Source: an optimization exercise on an open RTL-to-GDS flow (aim: small area). Production flows keep margins and buffers that such runs may drop. In this exercise RTL edits were held to simulation tests only and were not proved equivalent to the original.

==> inputs of fjord <==
## riscV
module riscV(
    input wire clk,
    input wire reset,
    output wire [31:0] imem_addr,
    input wire [31:0] imem_rdata,
    output wire [31:0] dmem_addr,
    output wire [31:0] dmem_wdata,
    output wire [2:0] dmem_size,
    output wire dmem_we,
    output wire dmem_re,
    input wire [31:0] dmem_rdata,
    output wire [18:0] out
);
localparam [3:0] C_NOP   = 4'd0,
                 C_LUI   = 4'd1,
                 C_AUIPC = 4'd2,
                 C_JAL   = 4'd3,
                 C_IA    = 4'd4,
                 C_LD    = 4'd5,
                 C_JALR  = 4'd6,
                 C_R     = 4'd12,
                 C_ST    = 4'd13,
                 C_BR    = 4'd14;
reg [31:1] pc;                   
assign imem_addr = {pc, 1'b0};
reg [3:0] f_cls;
always @(*) begin
    case (imem_rdata[6:0])
    7'b0110011: f_cls = C_R;
    7'b0010011: f_cls = C_IA;
    7'b0000011: f_cls = C_LD;
    7'b0100011: f_cls = C_ST;
    7'b1100011: f_cls = C_BR;
    7'b1101111: f_cls = C_JAL;
    7'b1100111: f_cls = C_JALR;
    7'b0110111: f_cls = C_LUI;
    7'b0010111: f_cls = C_AUIPC;
    default:    f_cls = C_NOP;
    endcase
end
reg [3:0]  d_cls;
reg [31:7] d_ins;
wire d_r    = d_cls == C_R;
wire d_ia   = d_cls == C_IA;
wire d_ld   = d_cls == C_LD;
wire d_st   = d_cls == C_ST;
wire d_br   = d_cls == C_BR;
wire d_jal  = d_cls == C_JAL;
wire d_jalr = d_cls == C_JALR;
wire d_lui  = d_cls == C_LUI;
wire d_aui  = d_cls == C_AUIPC;
  ...
==> flow/config.mk <==
export PLATFORM = sky130hd
export DESIGN_NAME = riscV
export DESIGN_NICKNAME = riscV
export VERILOG_FILES = /design/flow/design.v
export SDC_FILE = /design/flow/constraint.sdc
export NUM_CORES = 4
export LEC_CHECK = 0
export CAP_MARGIN = 20
export CORE_MARGIN = 2
export CORE_UTILIZATION = 50
export PLACE_DENSITY = 0.65
export SLEW_MARGIN = 20
export SYNTH_HIERARCHICAL = 1
==> flow/constraint.sdc <==
create_clock -name core_clock -period 10.0 [get_ports {clk}]
set_input_delay 2.0000 -clock core_clock [delete_from_list [all_inputs] [get_ports {clk}]]
set_output_delay 2.0000 -clock core_clock [all_outputs]
set_load 0.01 [all_outputs]
standard.sh (not shown) runs the stock make flow with config.mk's settings and CLKGATE_MAP_FILE= SYNTH_SCRIPT=/design/flow/synth_recipe.tcl, a recipe that flattens the netlist after the stock synthesis.
==> flow/flow/run.sh <==
#!/bin/bash
# The standard layout (standard.sh, unchanged synthesis), with two changes:
# port buffers are the smallest buffer cell, and the clock tree uses mid-size
# buffers without dummy loads.
set -euo pipefail
export BUFFER_PORTS_ARGS="-buffer_cell sky130_fd_sc_hd__buf_1"
export CTS_ARGS="-sink_clustering_enable -repair_clock_nets -dont_use_dummy_load -buf_list sky130_fd_sc_hd__clkbuf_8"
bash standard.sh > standard.log 2>&1
==> inputs of lagoon, as changes to fjord <==
--- a/flow/design.v
+++ b/flow/design.v
@@ -27,16 +27,32 @@
         end
     s[0] = p[0] ^ ci;
     for (i = 1; i < N; i = i + 1)
         s[i] = p[i] ^ G[i - 1];
     co = G[N - 1];
     pa = P[N - 1];
 end
 endmodule
+module alu_bit(
+    input a, input b, input sum, input shr, input shl, input px,
+    input S1, input S2, input ssum, input ssr, input ssl, input spx,
+    output y
+);
+wire t1, t2;
+alu_ha h(.a(a), .b(b), .c(t1), .s(t2));
+wire l0, l1;
+rf_aoi222 u0(.a0(t1), .b0(S1), .a1(t2), .b1(S2), .a2(sum), .b2(ssum), .y(l0));
+rf_aoi222 u1(.a0(shr), .b0(ssr), .a1(shl), .b1(ssl), .a2(px), .b2(spx), .y(l1));
+rf_nand2 n(.a(l0), .b(l1), .y(y));
+endmodule
+module alu_ha(input a, input b, output c, output s);
+assign c = a & b;
+assign s = a ^ b;
+endmodule
 module rf_aoi222(input a0, input b0, input a1, input b1, input a2, input b2, output y);
 assign y = ~((a0 & b0) | (a1 & b1) | (a2 & b2));
 endmodule
 module rf_nand2(input a, input b, output y);
 assign y = ~(a & b);
 endmodule
 module rf_nand4(input a, input b, input c, input d, output y);
 assign y = ~(a & b & c & d);
@@ -107,16 +123,17 @@
                  C_AUIPC = 4'd2,
                  C_JAL   = 4'd3,
                  C_IA    = 4'd4,
                  C_LD    = 4'd5,
                  C_JALR  = 4'd6,
                  C_R     = 4'd12,
                  C_ST    = 4'd13,
                  C_BR    = 4'd14;
+genvar gi;
 reg [31:1] pc;                   
 assign imem_addr = {pc, 1'b0};
 reg [3:0] f_cls;
 always @(*) begin
     case (imem_rdata[6:0])
     7'b0110011: f_cls = C_R;
     7'b0010011: f_cls = C_IA;
     7'b0000011: f_cls = C_LD;
@@ -186,23 +203,28 @@
         pc <= 31'd0;
     else if (e_redirect)
         pc <= e_target;
     else if (!lu) begin
         if (d_take) pc <= d_tgt;
         else        pc <= pc + 31'd2;
     end
 end
+wire [31:7] d_ins_nx;
+generate
+    for (gi = 7; gi < 32; gi = gi + 1) begin : dh
+        rf_hold h(.en(~lu), .d(imem_rdata[gi]), .nen(lu), .q(d_ins[gi]), .y(d_ins_nx[gi]));
+    end
+endgenerate
 always @(posedge clk) begin
     if (f_flush)
         d_cls <= C_NOP;
     else if (!lu)
         d_cls <= f_cls;
-    if (!lu)
-        d_ins <= imem_rdata[31:7];
+    d_ins <= d_ins_nx;
 end
 always @(posedge clk) begin
     if (d_flush) begin
         e_wen  <= 1'b0;
         e_ld   <= 1'b0;
         e_st   <= 1'b0;
         e_br   <= 1'b0;
         e_jalr <= 1'b0;
@@ -226,17 +248,16 @@
 reg  [4:0]  m_rd;
 reg         m_wen;
 wire [4:0] e_rs1 = e_ins[19:15];
 wire [4:0] e_rs2 = e_ins[24:20];
 wire [2:0] e_f3  = e_ins[14:12];
 wire [31:0] rfq [0:31];
 assign rfq[0] = 32'd0;
 wire [31:0] m_wd_r;
-genvar gi;
 generate
     for (gi = 1; gi < 32; gi = gi + 1) begin : rf
         reg [31:0] q;
         wire en = reset | (m_wen & (m_rd == gi));
         wire nen = ~en;
         wire [31:0] nx;
         genvar gj;
         for (gj = 0; gj < 32; gj = gj + 1) begin : b
@@ -273,39 +294,37 @@
 wire [3:0] fn = e_arith ? {e_ins[30] & (e_rs2r | (e_f3 == 3'b101)), e_f3} : 4'b0000;
 wire sub = e_br | (fn == 4'b1000) | (fn == 4'b0010) | (fn == 4'b0011);
 wire [32:0] sum;
 wire        all_p;
 bk_add #(32) alu_add(.a(opa), .b(opb2 ^ {32{sub}}), .ci(sub), .s(sum[31:0]), .co(sum[32]), .pa(all_p));
 wire ltu = ~sum[32];
 wire lt  = (opa[31] ^ opb2[31]) ? opa[31] : ltu;
 wire eq  = all_p;
-function [31:0] rev32(input [31:0] x);
-    integer k;
-    for (k = 0; k < 32; k = k + 1) rev32[k] = x[31 - k];
-endfunction
 wire shl = fn[2:0] == 3'b001;
 wire sh_fill = fn[3] & opa[31];
 wire [31:0] sh_r;
 shifter sh(.x(opa), .rev(shl), .fill(sh_fill), .n(opb2[4:0]), .y(sh_r));
-reg [31:0] alu;
-always @(*) begin
-    case (fn)
-    4'b0000, 4'b1000: alu = sum[31:0];
-    4'b0100: alu = opa ^ opb2;
-    4'b0110: alu = opa | opb2;
-    4'b0111: alu = opa & opb2;
-    4'b0001: alu = rev32(sh_r);
-    4'b0101, 4'b1101: alu = sh_r;
-    4'b0010: alu = {31'd0, lt};
-    4'b0011: alu = {31'd0, ltu};
-    default: alu = 32'd0;
-    endcase
-end
-wire [31:0] e_res = e_pxsel ? {e_px, 1'b0} : alu;
+wire r_sum  = ~e_pxsel & ((fn == 4'b0000) | (fn == 4'b1000));
+wire r_s1   = ~e_pxsel & ((fn == 4'b0111) | (fn == 4'b0110));
+wire r_s2   = ~e_pxsel & ((fn == 4'b0110) | (fn == 4'b0100));
+wire r_sr   = ~e_pxsel & ((fn == 4'b0101) | (fn == 4'b1101));
+wire r_sl   = ~e_pxsel & (fn == 4'b0001);
+wire r_slt  = ~e_pxsel & (fn == 4'b0010);
+wire r_sltu = ~e_pxsel & (fn == 4'b0011);
+wire [31:0] e_px32 = {e_px, 1'b0};
+wire [31:0] e_res0;
+generate
+    for (gi = 0; gi < 32; gi = gi + 1) begin : rb
+        alu_bit u(.a(opa[gi]), .b(opb2[gi]), .sum(sum[gi]), .shr(sh_r[gi]), .shl(sh_r[31 - gi]),
+                  .px(e_px32[gi]), .S1(r_s1), .S2(r_s2), .ssum(r_sum), .ssr(r_sr), .ssl(r_sl),
+                  .spx(e_pxsel), .y(e_res0[gi]));
+    end
+endgenerate
+wire [31:0] e_res = {e_res0[31:1], e_res0[0] | (r_slt & lt) | (r_sltu & ltu)};
 reg taken;
 always @(*) begin
     case (e_f3)
     3'b000: taken = eq;
     3'b001: taken = ~eq;
     3'b100: taken = lt;
     3'b101: taken = ~lt;
     3'b110: taken = ltu;
@@ -345,29 +364,26 @@
     m_f3    <= e_f3;
     m_rd    <= e_ins[11:7];
 end
 assign dmem_addr  = m_res;
 assign dmem_wdata = m_wdata;
 assign dmem_size  = m_f3;
 assign dmem_we    = m_we;
 assign dmem_re    = m_re;
-reg [31:0] ld;
-always @(*) begin
-    case (m_f3)
-    3'b000: ld = {{24{dmem_rdata[7]}}, dmem_rdata[7:0]};
-    3'b001: ld = {{16{dmem_rdata[15]}}, dmem_rdata[15:0]};
-    3'b010: ld = dmem_rdata;
-    3'b100: ld = {24'd0, dmem_rdata[7:0]};
-    3'b101: ld = {16'd0, dmem_rdata[15:0]};
-    default: ld = 32'd0;
-    endcase
-end
-wire m_sel_ld  = m_re & ~reset;
-wire m_sel_res = ~m_re & ~reset;
-assign m_wd_r = ({32{m_sel_ld}} & ld) | ({32{m_sel_res}} & m_res);
+wire m_ld  = m_re & ~reset;
+wire w_res = ~m_re & ~reset;
+wire w_b0  = m_ld & ((m_f3 == 3'b000) | (m_f3 == 3'b001) | (m_f3 == 3'b010) |
+                     (m_f3 == 3'b100) | (m_f3 == 3'b101));      
+wire w_b1  = m_ld & ((m_f3 == 3'b001) | (m_f3 == 3'b010) | (m_f3 == 3'b101));  
+wire w_b2  = m_ld & (m_f3 == 3'b010);                           
+wire w_s7  = m_ld & (m_f3 == 3'b000) & dmem_rdata[7];           
+wire w_s15 = m_ld & (m_f3 == 3'b001) & dmem_rdata[15];          
+assign m_wd_r[7:0]   = ({8{w_b0}} & dmem_rdata[7:0]) | ({8{w_res}} & m_res[7:0]);
+assign m_wd_r[15:8]  = ({8{w_b1}} & dmem_rdata[15:8]) | {8{w_s7}} | ({8{w_res}} & m_res[15:8]);
+assign m_wd_r[31:16] = ({16{w_b2}} & dmem_rdata[31:16]) | {16{w_s7 | w_s15}} | ({16{w_res}} & m_res[31:16]);
 reg [18:0] out_q;
 always @(posedge clk) begin
     if (reset) out_q <= 19'd0;
     else       out_q <= rfq[31][18:0];
 end
 assign out = out_q;
 endmodule
==> flow/flow/run.sh (replaced) <==
#!/bin/bash
# The standard layout (standard.sh, unchanged synthesis), with two changes:
# port buffers are the smallest buffer cell, and the clock tree uses clkbuf_8
# in clusters of at most 16 sinks within 60 um, without dummy loads.
set -euo pipefail
export BUFFER_PORTS_ARGS="-buffer_cell sky130_fd_sc_hd__buf_1"
export CTS_ARGS="-sink_clustering_enable -repair_clock_nets -dont_use_dummy_load -buf_list sky130_fd_sc_hd__clkbuf_8 -sink_clustering_size 16 -sink_clustering_max_diameter 60"
bash standard.sh > standard.log 2>&1
Settings changed: CAP_MARGIN 20 to 10, CORE_UTILIZATION 50 to 60, PLACE_DENSITY 0.65 to 0.75, SLEW_MARGIN 20 to 10.
==> impl_metrics.csv <==
group,metric,value,unit
status,run_status,"complete, no violations",
route,wl_met3,42200,um
place,place_area,57100,um2
die,die_h,303,um
route,viasPerCell,8.34,
final_layout,most-common-layout-cells,"dfxtp_1 (1,213), a22o_1 (1,023), a222oi_1 (704)",
final_layout,fillCellCount,7104,
final_layout,signal_buffers,353,
# the run above: lagoon

==> impl_metrics.csv <==
group,metric,value,unit
place,place_area,59000,um2
die,die_h,336,um
final_layout,fillCellCount,9625,
status,run_status,"complete, no violations",
route,viasPerCell,7.98,
final_layout,most-common-layout-cells,"dfxtp_1 (1,188), a22o_1 (1,028), a222oi_1 (642)",
route,wl_met3,45100,um
# the run above: fjord

static timing again, ports no longer ideal:
How much do the figures lean on ideal ports? The routed layouts below were timed once more, with nothing changed but the port constraints.
Step 1, drivers: a clkbuf_16 drives clk and a buf_2 each remaining input, both assumed.
Step 2 times the ports against the registers' clock, not the clock port: input delays grow and output delays shrink by t, the midpoint of the rising clock arrivals with the driver on.
Three values: ideal ports, drivers, drivers and shift; two values: the first two.
run | shift t [ns] | setup slack, ns | latest minus earliest clock arrival (ns) | worst register clock-pin slew, ns | worst slew at a driven data input, ns
fjord | 0.966 | 1.117 / 1.117 / 1.117 | 0.105 / 0.105 | 0.07 / 0.07 | 0.11
lagoon | 0.867 | 1.281 / 1.281 / 1.281 | 0.091 / 0.090 | 0.11 / 0.11 | 0.04
After both steps every run listed still meets setup and hold.
